Source: an optimization exercise on an open RTL-to-GDS flow (aim: small area, a short achievable clock period and few clock cycles per item). Production flows keep margins and buffers that such runs may drop. Function was checked by simulation only, so behaviour that the tests miss may differ from the original.

Design divider, start of the top module:
module divider #(
    parameter WIDTH = 32
)(
    input  logic                   clk,
    input  logic                   rst_n,
    input  logic                   start,
    input  logic [WIDTH-1:0]       dividend,
    input  logic [WIDTH-1:0]       divisor,
    output logic [WIDTH-1:0]       quotient,
    output logic [WIDTH-1:0]       remainder,
    output logic                   done
);
    logic        busy;
    logic [3:0]  cnt;           
    logic [31:0] rem_reg;       
    logic [31:0] dq_reg;        
    logic [31:0] dsr_reg;       
    logic [4:0] msb;
    always_comb begin
        msb = 5'd0;
        for (int i = 1; i < 32; i++)
            if (divisor[i]) msb = i[4:0];
    end
    logic [4:0]  skip;
    assign skip = {msb[4:2], 2'b00};
    logic [63:0] pre;
    assign pre = {32'd0, dividend} << skip;
    logic [33:0] w;
    logic [34:0] d1, d2, d3;
    assign w  = {rem_reg, dq_reg[31:30]};
    assign d1 = {1'b0, w} - {3'b0, dsr_reg};
    assign d2 = {1'b0, w} - {2'b0, dsr_reg, 1'b0};
    logic [34:0] a3, nd, n2d, s3, cy3;
    assign a3  = {1'b0, w};
    assign nd  = ~{3'b0, dsr_reg};
    assign n2d = ~{2'b0, dsr_reg, 1'b0};
    assign s3  = a3 ^ nd ^ n2d;
    assign cy3 = (a3 & nd) | (a3 & n2d) | (nd & n2d);
    assign d3  = s3 - ~{cy3[33:0], 1'b1};
    logic [1:0]  qd;
    logic [31:0] rnext;
    always_comb begin
        if (!d3[34])      begin qd = 2'd3; rnext = d3[31:0]; end
        else if (!d2[34]) begin qd = 2'd2; rnext = d2[31:0]; end
        else if (!d1[34]) begin qd = 2'd1; rnext = d1[31:0]; end
        else              begin qd = 2'd0; rnext = w[31:0];  end
    end
    always_ff @(posedge clk or negedge rst_n) begin
        if (!rst_n) begin
            busy <= 1'b0;
            done <= 1'b0;
        end else begin
            done <= busy && cnt == 4'd0;
            if (start)
                busy <= 1'b1;
            else if (cnt == 4'd0)
  ...
For scale: ~1200 cells after synthesis, about 100 flip-flops, ~130 I/O pins, roughly 11000 µm² of cells after synthesis.
==> module divider, before the edit <==
module divider #(
    parameter WIDTH = 32
)(
    input  logic                   clk,
    input  logic                   rst_n,
    input  logic                   start,
    input  logic [WIDTH-1:0]       dividend,
    input  logic [WIDTH-1:0]       divisor,
    output logic [WIDTH-1:0]       quotient,
    output logic [WIDTH-1:0]       remainder,
    output logic                   done
);
    logic        busy;
    logic [3:0]  cnt;           
    logic [31:0] rem_reg;       
    logic [31:0] dq_reg;        
    logic [31:0] dsr_reg;       
    logic [4:0] msb;
    always_comb begin
        msb = 5'd0;
        for (int i = 1; i < 32; i++)
            if (divisor[i]) msb = i[4:0];
    end
    logic [4:0]  skip;
    assign skip = {msb[4:2], 2'b00};
    logic [63:0] pre;
    assign pre = {32'd0, dividend} << skip;
    logic [33:0] w;
    logic [34:0] d1, d2, d3;
    assign w  = {rem_reg, dq_reg[31:30]};
    assign d1 = {1'b0, w} - {3'b0, dsr_reg};
    assign d2 = {1'b0, w} - {2'b0, dsr_reg, 1'b0};
    logic [34:0] a3, nd, n2d, s3, cy3;
    assign a3  = {1'b0, w};
    assign nd  = ~{3'b0, dsr_reg};
    assign n2d = ~{2'b0, dsr_reg, 1'b0};
    assign s3  = a3 ^ nd ^ n2d;
    assign cy3 = (a3 & nd) | (a3 & n2d) | (nd & n2d);
    assign d3  = s3 - ~{cy3[33:0], 1'b1};
    logic [1:0]  qd;
    logic [31:0] rnext;
    always_comb begin
        if (!d3[34])      begin qd = 2'd3; rnext = d3[31:0]; end
        else if (!d2[34]) begin qd = 2'd2; rnext = d2[31:0]; end
        else if (!d1[34]) begin qd = 2'd1; rnext = d1[31:0]; end
        else              begin qd = 2'd0; rnext = w[31:0];  end
    end
    always_ff @(posedge clk or negedge rst_n) begin
        if (!rst_n) begin
            busy <= 1'b0;
            done <= 1'b0;
        end else begin
            done <= busy && cnt == 4'd0;
            if (start)
                busy <= 1'b1;
            else if (cnt == 4'd0)
                busy <= 1'b0;
        end
    end
    always_ff @(posedge clk) begin
        if (start) begin
            rem_reg  <= pre[63:32];
            dq_reg   <= pre[31:0];
            dsr_reg  <= divisor;
            cnt      <= {~msb[4:2], 1'b1};
        end else if (busy) begin
            cnt     <= cnt - 4'd1;
            dq_reg  <= {dq_reg[29:0], qd};
            rem_reg <= rnext;
        end
    end
    assign quotient  = dq_reg;
    assign remainder = rem_reg;
endmodule
clock: 5.0 ns
lec_check: 0
cap_margin: 20
core_margin: 2
core_utilization: 40
slew_margin: 20
run.sh (not shown) runs the stock make flow with config.mk's settings and CLKGATE_MAP_FILE= SYNTH_SCRIPT=/design/flow/synth_recipe.tcl, a recipe that flattens the netlist after the stock synthesis.
Testbench counts at the start, summed over its fixed seeds: cycles 13,384, items 1,280.
Next try:
==> flow/design.v (replaced) <==
module divider #(
    parameter WIDTH = 32
)(
    input  logic                   clk,
    input  logic                   rst_n,
    input  logic                   start,
    input  logic [WIDTH-1:0]       dividend,
    input  logic [WIDTH-1:0]       divisor,
    output logic [WIDTH-1:0]       quotient,
    output logic [WIDTH-1:0]       remainder,
    output logic                   done
);
    logic        busy;
    logic [4:0]  cnt;           
    logic [31:0] rem_reg;       
    logic [31:0] dq_reg;        
    logic [31:0] dsr_reg;       
    logic [4:0] msb;
    always_comb begin
        msb = 5'd0;
        for (int i = 1; i < 32; i++)
            if (divisor[i]) msb = i[4:0];
    end
    logic [4:0]  skip;
    assign skip = {msb[4:2], 2'b00};
    logic [63:0] pre;
    assign pre = {32'd0, dividend} << skip;
    logic [32:0] partial;
    assign partial = {rem_reg, dq_reg[31]} - {1'b0, dsr_reg};
    always_ff @(posedge clk or negedge rst_n) begin
        if (!rst_n) begin
            busy <= 1'b0;
            done <= 1'b0;
        end else begin
            done <= busy && cnt == 5'd0;
            if (start)
                busy <= 1'b1;
            else if (cnt == 5'd0)
                busy <= 1'b0;
        end
    end
    always_ff @(posedge clk) begin
        if (start) begin
            rem_reg <= pre[63:32];
            dq_reg  <= pre[31:0];
            dsr_reg <= divisor;
            cnt     <= ~skip;
        end else if (busy) begin
            cnt    <= cnt - 5'd1;
            dq_reg <= {dq_reg[30:0], ~partial[32]};
            rem_reg <= partial[32] ? {rem_reg[30:0], dq_reg[31]} : partial[31:0];
        end
    end
    assign quotient  = dq_reg;
    assign remainder = rem_reg;
endmodule
Outcome: The new run finished with timing, DRC and antenna clean. Synthesized cell count came out lower by 43%. Die area came out lower by 38%. Global-route usage came out lower by 2.9 points. Critical path depth came out lower by 3. Sequential cell count came out higher by 1.
Testbench counts after the change, summed over its fixed seeds: cycles 25,488, items 1,280.

[what the ideal ports hide]
Ports are ideal in the flow. The routed layouts listed here were re-timed in OpenROAD. Step 1 assumes that a clkbuf_16 drives the clock port and a buf_2 every other input. Step 2, shift: input delay + t, output delay - t, t = (earliest + latest rising clock arrival at the registers) / 2. This alone moves slack from input paths to output paths. Three values: ideal, step 1, step 2; two values: the first two.
run | shift t [ns] | setup WS [ns] | worst slew at a driven data input, ns | cell pins on the clock port's net
the first run | 0.421 | 0.313 / 0.313 / 0.313 | 0.07 | 1
the second run | 0.401 | 0.936 / 0.961 / 0.560 | 0.04 | 1
After both steps every run listed still meets setup and hold. For the second run, which loses most, drivers alone change the setup slack by +0.025 ns; drivers and shift together by -0.376 ns.
